Context: an optimization exercise on an open-source flow, tuned for a short achievable clock period and few clock cycles. The choices shown serve that exercise and are no tape-out recipe.
Only simulation tests tie the RTL to the original design; equivalence was not proved.
Power and IR drop assume default switching activity.

==> v29 <==
Design cpu, start of the top module:
module cpu
(
    input clk,
    input rst,
    output logic read_a,
    output logic [31:0] address_a,
    input logic resp_a,
    input logic [31:0] rdata_a,
    output logic read_b,
    output logic write_b,
    output logic [3:0] wmask_b,
    output logic [31:0] address_b,
    output logic [31:0] wdata_b,
    input logic resp_b,
    input logic [31:0] rdata_b
);
localparam int BI = 5;           
localparam int BT = 4;           
localparam int NB = 1 << BI;
localparam int BH = 13;          
assign read_a = 1'b1;
function automatic logic [31:0] ks_add(input logic [31:0] a, input logic [31:0] b, input logic cin);
    logic [31:0] g, p, gg, pp;
    g = a & b;
    p = a ^ b;
    gg = g;
    gg[0] = g[0] | (p[0] & cin);
    pp = p;
    for (int l = 0; l < 5; l++) begin
        for (int i = 31; i >= (1 << l); i--) begin
            gg[i] = gg[i] | (pp[i] & gg[i - (1 << l)]);
            pp[i] = pp[i] & pp[i - (1 << l)];
        end
    end
    ks_add = p ^ {gg[30:0], cin};
endfunction
function automatic logic lt31(input logic [31:0] a, input logic [31:0] b);
    logic [30:0] l, e;
    l = ~a[30:0] & b[30:0];
    e = ~(a[30:0] ^ b[30:0]);
    for (int k = 0; k < 5; k++) begin
        for (int i = 30; i >= (1 << k); i--) begin
            l[i] = l[i] | (e[i] & l[i - (1 << k)]);
            e[i] = e[i] & e[i - (1 << k)];
        end
    end
    lt31 = l[30];
endfunction
logic [31:0] fpc;
logic        D_v;
logic [31:0] D_ir, D_pc;
logic        D_pt, D_phit;
logic [1:0]  D_pctr;
logic [31:0] D_ptgt;
logic        D_bj;
logic [31:0] D_immbj;
logic        E_v, E_k;          
logic [31:0] E_ptgt;
logic        E_tok;
logic [31:0] E_aa, E_ba;        
logic [31:0] E_ax, E_bx;        
logic [31:0] E_bn;              
logic [31:0] E_pc, E_pc4, E_tgt, E_cT, E_cF, E_jp0, E_jp1;
  ...
clock: 8.5 ns
lec_check: 0
abc_clock_period_in_ps: 3000
cap_margin: 35
core_margin: 2
core_utilization: 40
setup_slack_margin: 5.0
slew_margin: 35
run.sh (not shown) runs the stock make flow with config.mk's settings and CLKGATE_MAP_FILE= SYNTH_SCRIPT=/design/flow/synth_recipe.tcl, a recipe that flattens the netlist after the stock synthesis.
==> v3: changes against v29 <==
--- a/flow/design.v
+++ b/flow/design.v
@@ -425,15 +425,15 @@
     output logic write_b,
     output logic [3:0] wmask_b,
     output logic [31:0] address_b,
     output logic [31:0] wdata_b,
     input logic resp_b,
     input logic [31:0] rdata_b
 );
-localparam int BI = 5;           
+localparam int BI = 4;           
 localparam int BT = 4;           
 localparam int NB = 1 << BI;
 localparam int BH = 13;          
 assign read_a = 1'b1;
 function automatic logic [31:0] ks_add(input logic [31:0] a, input logic [31:0] b, input logic cin);
     logic [31:0] g, p, gg, pp;
     g = a & b;
@@ -467,18 +467,20 @@
 logic        D_pt, D_phit;
 logic [1:0]  D_pctr;
 logic [31:0] D_ptgt;
 logic        D_bj;
 logic [31:0] D_immbj;
 logic        E_v, E_k;          
 logic [31:0] E_ptgt;
-logic        E_tok;
 logic [31:0] E_aa, E_ba;        
 logic [31:0] E_ax, E_bx;        
 logic [31:0] E_bn;              
+logic [4:0]  E_sal, E_sar;      
+logic [31:0] E_ca, E_cb;        
+logic [31:0] E_la, E_lb;        
 logic [31:0] E_pc, E_pc4, E_tgt, E_cT, E_cF, E_jp0, E_jp1;
 logic        E_phit, E_mT, E_mF, E_mJ, E_jv, E_mTt, E_mFt;
 logic        E_mTx, E_mFx;
 logic [1:0]  E_pctr;
 logic [4:0]  E_rd;
 logic        E_wr, E_ld, E_st, E_br, E_jal, E_jalr, E_sdM;
 logic        E_rAdd, E_rSub, E_rXor, E_rOr, E_rAnd, E_rSll, E_rSrl, E_rSra, E_rSlt, E_rSltu, E_rLink;
@@ -518,15 +520,19 @@
         f_tv[i] = f_hv[i] & bctr[i][1];
     end
 end
 assign f_hit = |(f_oh & f_hv);
 assign f_pt  = |(f_oh & f_tv);
 assign f_tgt = {fpc[31:BH+1], btgt[f_idx], 2'b00};
 logic [31:0] f_pc4;
-assign f_pc4 = ks_add(fpc, 32'd4, 1'b0);
+assign f_pc4[1:0] = 2'b00;
+assign f_pc4[2] = ~fpc[2];
+for (genvar k = 3; k < 32; k++) begin : g_inc
+    assign f_pc4[k] = fpc[k] ^ (&fpc[k-1:2]);
+end
 logic f_h1, f_h2, f_dup;
 logic [31:0] f_norm1, f_norm, f_cpc;
 logic f_blk, f_mis;
 always_comb begin
     if (m_stl_r)
         f_norm1 = M_pc4;
     else if (f_h1)
@@ -535,15 +541,15 @@
         f_norm1 = fpc;
     else if (D_redir)
         f_norm1 = D_rtgt;
     else
         f_norm1 = f_pc4;
 end
 assign f_blk  = m_stl_r | f_h1 | f_h2 | stall_D | D_redir;
-assign f_norm = (f_pt & ~f_blk) ? f_tgt : f_norm1;
+assign f_norm = f_blk ? f_norm1 : f_dup ? (D_pt ? D_ptgt : f_pc4) : f_pt ? f_tgt : f_pc4;
 assign f_mis = E_mis & ~m_stl_r;
 assign f_cpc = E_jvx ? {x_sum[31:1], 1'b0} : x_cond ? E_cT : E_cF;
 always_ff @(posedge clk) begin
     if (rst)
         fpc <= 32'd0;
     else
         fpc <= f_mis ? f_cpc : f_norm;
@@ -618,14 +624,20 @@
 assign d_st    = d_op == 7'b0100011;
 assign d_opi   = d_op == 7'b0010011;
 assign d_opr   = d_op == 7'b0110011;
 assign d_wr   = (d_lui | d_auipc | d_jal | d_jalr | d_ld | d_opi | d_opr) & (d_rd != 5'd0);
 assign d_useA = (d_jalr | d_br | d_ld | d_st | d_opi | d_opr) & (d_rs1 != 5'd0);
 assign d_useB = (d_br | d_opr) & (d_rs2 != 5'd0);
 logic d_useX;
+logic d_shl, d_shr;      
+assign d_shl = (d_opi | d_opr) & (d_f3 == 3'b001);
+assign d_shr = (d_opi | d_opr) & (d_f3 == 3'b101);
+logic d_cmpE, d_cmpL;    
+assign d_cmpE = (d_br & ~d_f3[2]) | d_jalr;
+assign d_cmpL = (d_br & d_f3[2]) | ((d_opi | d_opr) & (d_f3 == 3'b010 | d_f3 == 3'b011));
 assign d_useX = (d_br | d_opr | d_st) & (d_rs2 != 5'd0);
 assign d_immI = {{21{D_ir[31]}}, D_ir[30:20]};
 assign d_immS = {{21{D_ir[31]}}, D_ir[30:25], D_ir[11:7]};
 assign d_immB = {{20{D_ir[31]}}, D_ir[7], D_ir[30:25], D_ir[11:8], 1'b0};
 assign d_immU = {D_ir[31:12], 12'h000};
 assign d_immJ = {{12{D_ir[31]}}, D_ir[19:12], D_ir[20], D_ir[30:21], 1'b0};
 always_comb begin
@@ -672,14 +684,20 @@
     end
     begin
         E_aa   <= x_byp(d_useA & d_aE) | ((d_useA & d_aE) ? 32'd0 : (d_useA & d_aL) ? m_ld : d_lui ? 32'd0 : d_auipc ? D_pc : d_ra);
         E_ax   <= x_byp(d_useA & d_aE) | ((d_useA & d_aE) ? 32'd0 : (d_useA & d_aL) ? m_ld : d_ra);
         E_ba   <= x_byp(d_useB & d_bE) | ((d_useB & d_bE) ? 32'd0 : (d_useB & d_bL) ? m_ld : (d_br | d_opr) ? d_rb : d_imm);
         E_bn   <= ~(x_byp(d_useB & d_bE) | ((d_useB & d_bE) ? 32'd0 : (d_useB & d_bL) ? m_ld : (d_br | d_opr) ? d_rb : d_imm));
         E_bx   <= x_byp(d_useX & d_bE) | ((d_useX & d_bE) ? 32'd0 : (d_useX & d_bL) ? m_ld : (d_br | d_opr | d_st) ? d_rb : d_imm);
+        E_sal  <= x_byp(d_shl & d_useB & d_bE) | ((~d_shl | (d_useB & d_bE)) ? 5'd0 : (d_useB & d_bL) ? m_ld[4:0] : d_opr ? d_rb[4:0] : d_imm[4:0]);
+        E_sar  <= x_byp(d_shr & d_useB & d_bE) | ((~d_shr | (d_useB & d_bE)) ? 5'd0 : (d_useB & d_bL) ? m_ld[4:0] : d_opr ? d_rb[4:0] : d_imm[4:0]);
+        E_ca   <= x_byp(d_cmpE & d_useA & d_aE) | ((~d_cmpE | (d_useA & d_aE)) ? 32'd0 : (d_useA & d_aL) ? m_ld : d_ra);
+        E_cb   <= x_byp(d_cmpE & d_useX & d_bE) | ((~d_cmpE | (d_useX & d_bE)) ? 32'd0 : (d_useX & d_bL) ? m_ld : (d_br | d_opr) ? d_rb : d_imm);
+        E_la   <= x_byp(d_cmpL & d_useA & d_aE) | ((~d_cmpL | (d_useA & d_aE)) ? 32'd0 : (d_useA & d_aL) ? m_ld : d_ra);
+        E_lb   <= x_byp(d_cmpL & d_useX & d_bE) | ((~d_cmpL | (d_useX & d_bE)) ? 32'd0 : (d_useX & d_bL) ? m_ld : (d_br | d_opr) ? d_rb : d_imm);
         E_sdM  <= d_st & (d_rs2 != 5'd0) & d_bE & E_ld;
         E_pc   <= D_pc;
         E_pc4  <= d_pc4;
         E_tgt  <= d_btgt;
         E_cT   <= (d_br | d_jal) ? d_btgt : d_pc4;
         E_cF   <= d_jal ? d_btgt : d_pc4;
         E_mT   <= d_go & ((d_br | d_jal) ? ~d_ptk : D_pt);
@@ -687,15 +705,14 @@
         E_mTt  <= d_go & (d_br | d_jal) & D_pt;
         E_mFt  <= d_go & d_jal & D_pt;
         E_mJ   <= ~D_pt;
         E_jv   <= d_go & d_jalr;
         E_jp0  <= ks_add(D_ptgt, ~d_immI, 1'b1);
         E_jp1  <= ks_add({D_ptgt[31:1], 1'b1}, ~d_immI, 1'b1);
         E_ptgt <= D_ptgt;
-        E_tok  <= D_ptgt == d_btgt;
         E_phit <= D_phit;
         E_pctr <= D_pctr;
         E_rd   <= d_rd;
         E_wr   <= d_wr;
         E_ld   <= d_ld;
         E_st   <= d_st;
         E_br   <= d_br;
@@ -725,21 +742,21 @@
 logic [31:0] x_a, x_b;
 assign x_a = E_ax;
 assign x_b = E_bx;
 logic [31:0] x_sum, x_diff, x_sll, x_srl, x_sra;
 logic x_eq, x_ltu, x_lt, x_lt31;
 assign x_sum  = ks_add(E_aa, E_ba, 1'b0);
 assign x_diff = ks_add(E_ax, E_bn, 1'b1);
-assign x_sll  = x_a << x_b[4:0];
-assign x_srl  = x_a >> x_b[4:0];
-assign x_sra  = $signed(x_a) >>> x_b[4:0];
-assign x_eq   = &(~(x_a ^ x_b));
-assign x_lt31 = lt31(x_a, x_b);
-assign x_ltu  = (~x_a[31] & x_b[31]) | (~(x_a[31] ^ x_b[31]) & x_lt31);
-assign x_lt   = (x_a[31] & ~x_b[31]) | (~(x_a[31] ^ x_b[31]) & x_lt31);
+assign x_sll  = x_a << E_sal;
+assign x_srl  = x_a >> E_sar;
+assign x_sra  = $signed(x_a) >>> E_sar;
+assign x_eq   = &(~(E_ca ^ E_cb));
+assign x_lt31 = lt31(E_la, E_lb);
+assign x_ltu  = (~E_la[31] & E_lb[31]) | (~(E_la[31] ^ E_lb[31]) & x_lt31);
+assign x_lt   = (E_la[31] & ~E_lb[31]) | (~(E_la[31] ^ E_lb[31]) & x_lt31);
 function automatic logic [31:0] x_byp(input logic sel);
     x_byp = ({32{sel & E_rAdd}} & x_sum)
           | ({32{sel & E_rSub}} & x_diff)
           | ({32{sel & E_rSll}} & x_sll)
           | ({32{sel & E_rSrl}} & x_srl)
           | ({32{sel & E_rSra}} & x_sra)
           | ({32{sel & E_rXor}} & (x_a ^ x_b))
@@ -757,17 +774,17 @@
              | ({32{E_rOr}}  & (x_a | x_b))
              | ({32{E_rAnd}} & (x_a & x_b))
              | {31'd0, (E_rSlt & x_lt) | (E_rSltu & x_ltu)}
              | ({32{E_rLink}} & E_pc4);
 logic x_cond, x_jok;
 assign x_cond = (E_cEq & x_eq) | (E_cNe & ~x_eq) | (E_cLt & x_lt) | (E_cGe & ~x_lt)
               | (E_cLtu & x_ltu) | (E_cGeu & ~x_ltu);
-assign x_jok = (&(~(x_a ^ E_jp0))) | (&(~(x_a ^ E_jp1)));
+assign x_jok = (&(~(E_ca ^ E_jp0))) | (&(~(E_ca ^ E_jp1)));
 logic x_tok;
-assign x_tok = E_tok;
+assign x_tok = &(~(E_ptgt ^ E_tgt));
 logic E_jvx;
 assign E_mTx = ~E_k & (E_mT | (E_mTt & ~x_tok));
 assign E_mFx = ~E_k & (E_mF | (E_mFt & ~x_tok));
 assign E_jvx = ~E_k & E_jv;
 assign E_mis = E_jvx ? (E_mJ | ~x_jok) : (x_cond ? E_mTx : E_mFx);
 assign E_cpc = E_jalr ? {x_sum[31:1], 1'b0} : (x_cond ? E_cT : E_cF);
 logic          u_we;
==> summary of the runs <==
v3 went through all stages and came out clean. v29 completed without violations. Between v3 and v29, the lower combinational power is in v3 (gap about 7%, measured against v29). Of v29 and v3, v29 has the higher clock-buffer cell count (gap 26). Of v29 and v3, v3 has the higher global-route usage (gap 2.0 points). Between v3 and v29, the lower sequential share of layout area is in v3 (gap 2.8 points). Between v29 and v3, the lower setup slack is in v3 (gap 0.042 ns). Routed wire length is about the same in v3 and v29.
==> figures <==
Run status: v29 no timing/DRC/antenna violations; v3 no timing/DRC/antenna violations
Hold path endpoint: v29 u_idx[0]$_DFF_P_; v3 u_idx[2]$_DFF_P_
Maximum number of pins on one net before global-route repair: v29 91; v3 73
Antenna violations before repair: v29 55; v3 36
Vias in the first global route: v29 78.55k; v3 76.90k
Final sequential cell count: v29 2364; v3 2244
Number of enable flip-flop cells after synthesis: v29 1836; v3 1548
Multi-input gate count: v29 5178; v3 5229
Max-Slew Margin vs Limit: v29 28.17%; v3 29.37%
Xor and xnor area share after synthesis: v29 3.471%; v3 3.295%
Pre-CTS setup slack: v29 3.247 ns; v3 3.075 ns
Clock tree sinks: v29 2364; v3 2244
Total Routing Usage GR: v29 31.39%; v3 33.40%
Testbench counts of v29, summed over its fixed seeds: cycles 63,157.
Testbench counts of v3, summed over its fixed seeds: cycles 63,291.

[afterwards: timing with drivers on the ports]
Ports are ideal in the flow. The routed layouts listed here were re-timed in OpenROAD.
Step 1 assumes that a clkbuf_16 drives the clock port and a buf_2 every other input.
Step 2 also shifts input and output timing later by t, the mid clock arrival at the registers, as if the neighbouring blocks saw the same clock.
Three values: ideal, step 1, step 2; two values: the first two.
| run | shift t [ns] | slack for setup (ns) | latest minus earliest clock arrival (ns) | slew at the worst register clock pin (ns) | pins driven straight from the clock port |
|---|---|---|---|---|---|
| v29 | 1.012 | 4.735 / 4.735 / 4.110 | 0.125 / 0.124 | 0.08 / 0.08 | 1 |
| v3 | 1.020 | 4.693 / 4.693 / 4.053 | 0.112 / 0.111 | 0.07 / 0.07 | 1 |
After both steps every run listed still meets setup and hold. For v3, which loses most, drivers alone change the setup slack by 0.000 ns; drivers and shift together by -0.640 ns.
